Source: an optimization exercise on an open RTL-to-GDS flow (aim: small area, a short achievable clock period and few clock cycles per item). Production flows keep margins and buffers that such runs may drop. The RTL was checked by simulation tests, not by an equivalence proof against the original design. Power and IR drop assume default switching activity.

// lstm
module lstm (inputVec, trainingFlag, clock, reset, newSample, dataoutReady, outputVec);
Size: about 8800 cells after synthesis, ~740 flip-flops, about 110 I/O pins.
==> flow/config.mk <==
export PLATFORM = sky130hd
export DESIGN_NAME = lstm
export DESIGN_NICKNAME = lstm
export VERILOG_FILES = /design/flow/design.v
export SDC_FILE = /design/flow/constraint.sdc
export NUM_CORES = 4
export LEC_CHECK = 0
export ABC_CLOCK_PERIOD_IN_PS = 5000
export CAP_MARGIN = 20
export CORE_MARGIN = 2
export CORE_UTILIZATION = 45
export PLACE_DENSITY = 0.6
export SETUP_SLACK_MARGIN = 5
export SLEW_MARGIN = 20
==> flow/constraint.sdc <==
create_clock -name core_clock -period 12.0 [get_ports {clock}]
set_input_delay 2.4000 -clock core_clock [delete_from_list [all_inputs] [get_ports {clock}]]
set_output_delay 2.4000 -clock core_clock [all_outputs]
set_load 0.01 [all_outputs]
run.sh (not shown) runs the stock make flow with config.mk's settings and CLKGATE_MAP_FILE= SYNTH_SCRIPT=/design/flow/synth_recipe.tcl, a recipe that flattens the netlist after the stock synthesis.
Testbench counts at the start, summed over its fixed seeds: cycles 13,128, items 320.
Change:
==> flow/flow/run.sh (new file) <==
#!/bin/bash
# The standard layout (standard.sh: the standard synthesis and ORFS
# flow, unchanged), with a larger setup-repair margin so that repair_timing
# keeps improving paths past what the 12 ns period alone asks for.
# ORFS writes each step's full log under orfs/logs; make's output goes to
# standard.log here.
bash standard.sh SETUP_SLACK_MARGIN=${FLOW_SETUP_MARGIN:-7.3} finish > standard.log 2>&1
==> flow/standard.sh (new file) <==
#!/bin/bash
# synth_recipe.tcl (not shown) runs the flow's synth.tcl, then flattens the netlist and writes it again
# the make line also repeats each setting of config.mk as NAME=value (left out here)
make -C /OpenROAD-flow-scripts/flow DESIGN_CONFIG=/design/flow/config.mk WORK_HOME=/design/flow/orfs CLKGATE_MAP_FILE= SYNTH_SCRIPT=/design/flow/synth_recipe.tcl "${@:-finish}"
removed: flow/run.sh
Total power is higher by a few percent.
Synthesized cell count stays the same.
Wire length rises by a few percent.
Clock-buffer cell count does not change.
Non-clock buffer count came out higher by 61.
First-iteration DRC count climbs by a few percent.
Cell area grows by a few percent.
Die area is unchanged.
Maximum frequency is higher by about a fifth.
Worst setup slack is better by 1.0 ns.

---

v24:
lstm, a different RTL version from the one above (not shown whole).
For scale: roughly 8,200 cells after synthesis, about 840 flip-flops, about 110 I/O pins, ~66,000 um^2 of cells after synthesis.
export LEC_CHECK = 0
export ABC_AREA = 1
export CAP_MARGIN = 20
export CORE_MARGIN = 2
export CORE_UTILIZATION = 45
export PLACE_DENSITY = 0.6
export SETUP_SLACK_MARGIN = 5
export SLEW_MARGIN = 20
create_clock -name core_clock -period 12.0 [get_ports {clock}]
standard.sh (not shown) runs the stock make flow with config.mk's settings and CLKGATE_MAP_FILE= SYNTH_SCRIPT=/design/flow/synth_recipe.tcl, a recipe that flattens the netlist after the stock synthesis.
==> flow/flow/run.sh <==
#!/bin/bash
# The standard layout (standard.sh: the standard synthesis and ORFS
# flow, unchanged), with a larger setup-repair margin so that repair_timing
# keeps improving paths past what the 12 ns period alone asks for.
# ORFS writes each step's full log under orfs/logs; make's output goes to
# standard.log here.
bash standard.sh SETUP_SLACK_MARGIN=${FLOW_SETUP_MARGIN:-8.0} finish > standard.log 2>&1
Testbench counts of v24, summed over its fixed seeds: cycles 13,128, items 320.
#### Input delta (v19 over v24)
- changing PLACE_DENSITY from 0.6 to 0.75
- changing CORE_UTILIZATION from 45 to 60
Notes after the runs:
v19 finished every stage and its layout cleared the timing, DRC and antenna checks.
v19 vs v24: layout buffer count excluding clock buffers down
The final reports for v19 and v24 show fraction of area in multi-input gates higher in the former.
Per the comparison of v19 with v24, net count after synthesis about even, total wire length down 3.2%, maximum clock frequency now sits lower.
Cell count after synthesis: v19 vs v24 — no meaningful difference
What v11 does differently from v19 at the input level:
- PLACE_DENSITY now 0.6, was 0.75
- ABC_CLOCK_PERIOD_IN_PS now 5000, previously not set
- CORE_UTILIZATION now 45, was 60
- ABC_AREA no longer set, was 1
### Flow results
The flow did not stop early for v11: all stages ran, and the layout cleared the timing, DRC and antenna checks.
Going from v19 to v11, critical path depth higher, portion of the clock cycle consumed by the worst path in the final layout rose by 1.6 points, cell area after layout grew by 1500 um^2, setup slack shows a reduction of 200 ps.
On part of the total power dissipated in combinational logic, the higher figure sits with v19, not v11.
Lower relative area change from synthesis to final layout goes to v19 over v11.
The inputs of v52 differ from those of v11 as listed below.
- ABC_CLOCK_PERIOD_IN_PS: 5000 -> unset
- ABC_AREA: unset -> 1
-- flow/flow/run.sh --
<<< v11, line 7
bash standard.sh SETUP_SLACK_MARGIN=${FLOW_SETUP_MARGIN:-8.0} finish > standard.log 2>&1
>>> v52, line 7
bash standard.sh SETUP_SLACK_MARGIN=${FLOW_SETUP_MARGIN:-8.4} finish > standard.log 2>&1
## What came out
v11 completed every stage of the flow, and the final layout passed the timing, DRC and antenna checks.
v52 did not stop at any stage, and its layout met the timing, DRC and antenna checks.
Taking v11 as the reference point, the worst path buffer plus inverter count of v52 falls by 4.
Re initial standard-cell utilization of the core: v52 is 0.22 points down on v11.
Re share of total power in combinational logic: v52 is 6.4 points up on v11.

separate check: timing with driven ports:
How much do the figures lean on ideal ports? The routed layouts below were timed once more, with nothing changed but the port constraints.
Step 1 (the two cells are an assumption about what drives the block):
set clk [get_ports {clock}]
set_driving_cell -lib_cell sky130_fd_sc_hd__clkbuf_16 $clk
set_driving_cell -lib_cell sky130_fd_sc_hd__buf_2 [delete_from_list [all_inputs] $clk]
Step 2, shift: input delay + t, output delay - t, t = (earliest + latest rising clock arrival at the registers) / 2. This alone moves slack from input paths to output paths.
a / b / c = ideal / step 1 / step 2; a / b = the first two.
| run | shift t [ns] | slack for setup (ns) | worst hold slack (ns) |
|---|---|---|---|
| the first run of note 1 | 0.764 | 6.354 / 6.354 / 6.255 | 0.473 / 0.473 / 0.473 |
| the second run of note 1 | 0.769 | 7.352 / 7.352 / 6.849 | 0.486 / 0.486 / 0.486 |
| v24 | 0.794 | 8.041 / 7.996 / 7.301 | 0.456 / 0.456 / 0.456 |
| v19 | 0.764 | 8.028 / 7.978 / 7.322 | 0.457 / 0.457 / 0.457 |
| v11 | 0.803 | 7.832 / 7.832 / 7.261 | 0.475 / 0.475 / 0.475 |
| v52 | 0.809 | 8.222 / 8.127 / 7.558 | 0.461 / 0.461 / 0.461 |
After both steps every run listed still meets setup and hold. For v24, which loses most, drivers alone change the setup slack by -0.045 ns; drivers and shift together by -0.740 ns.
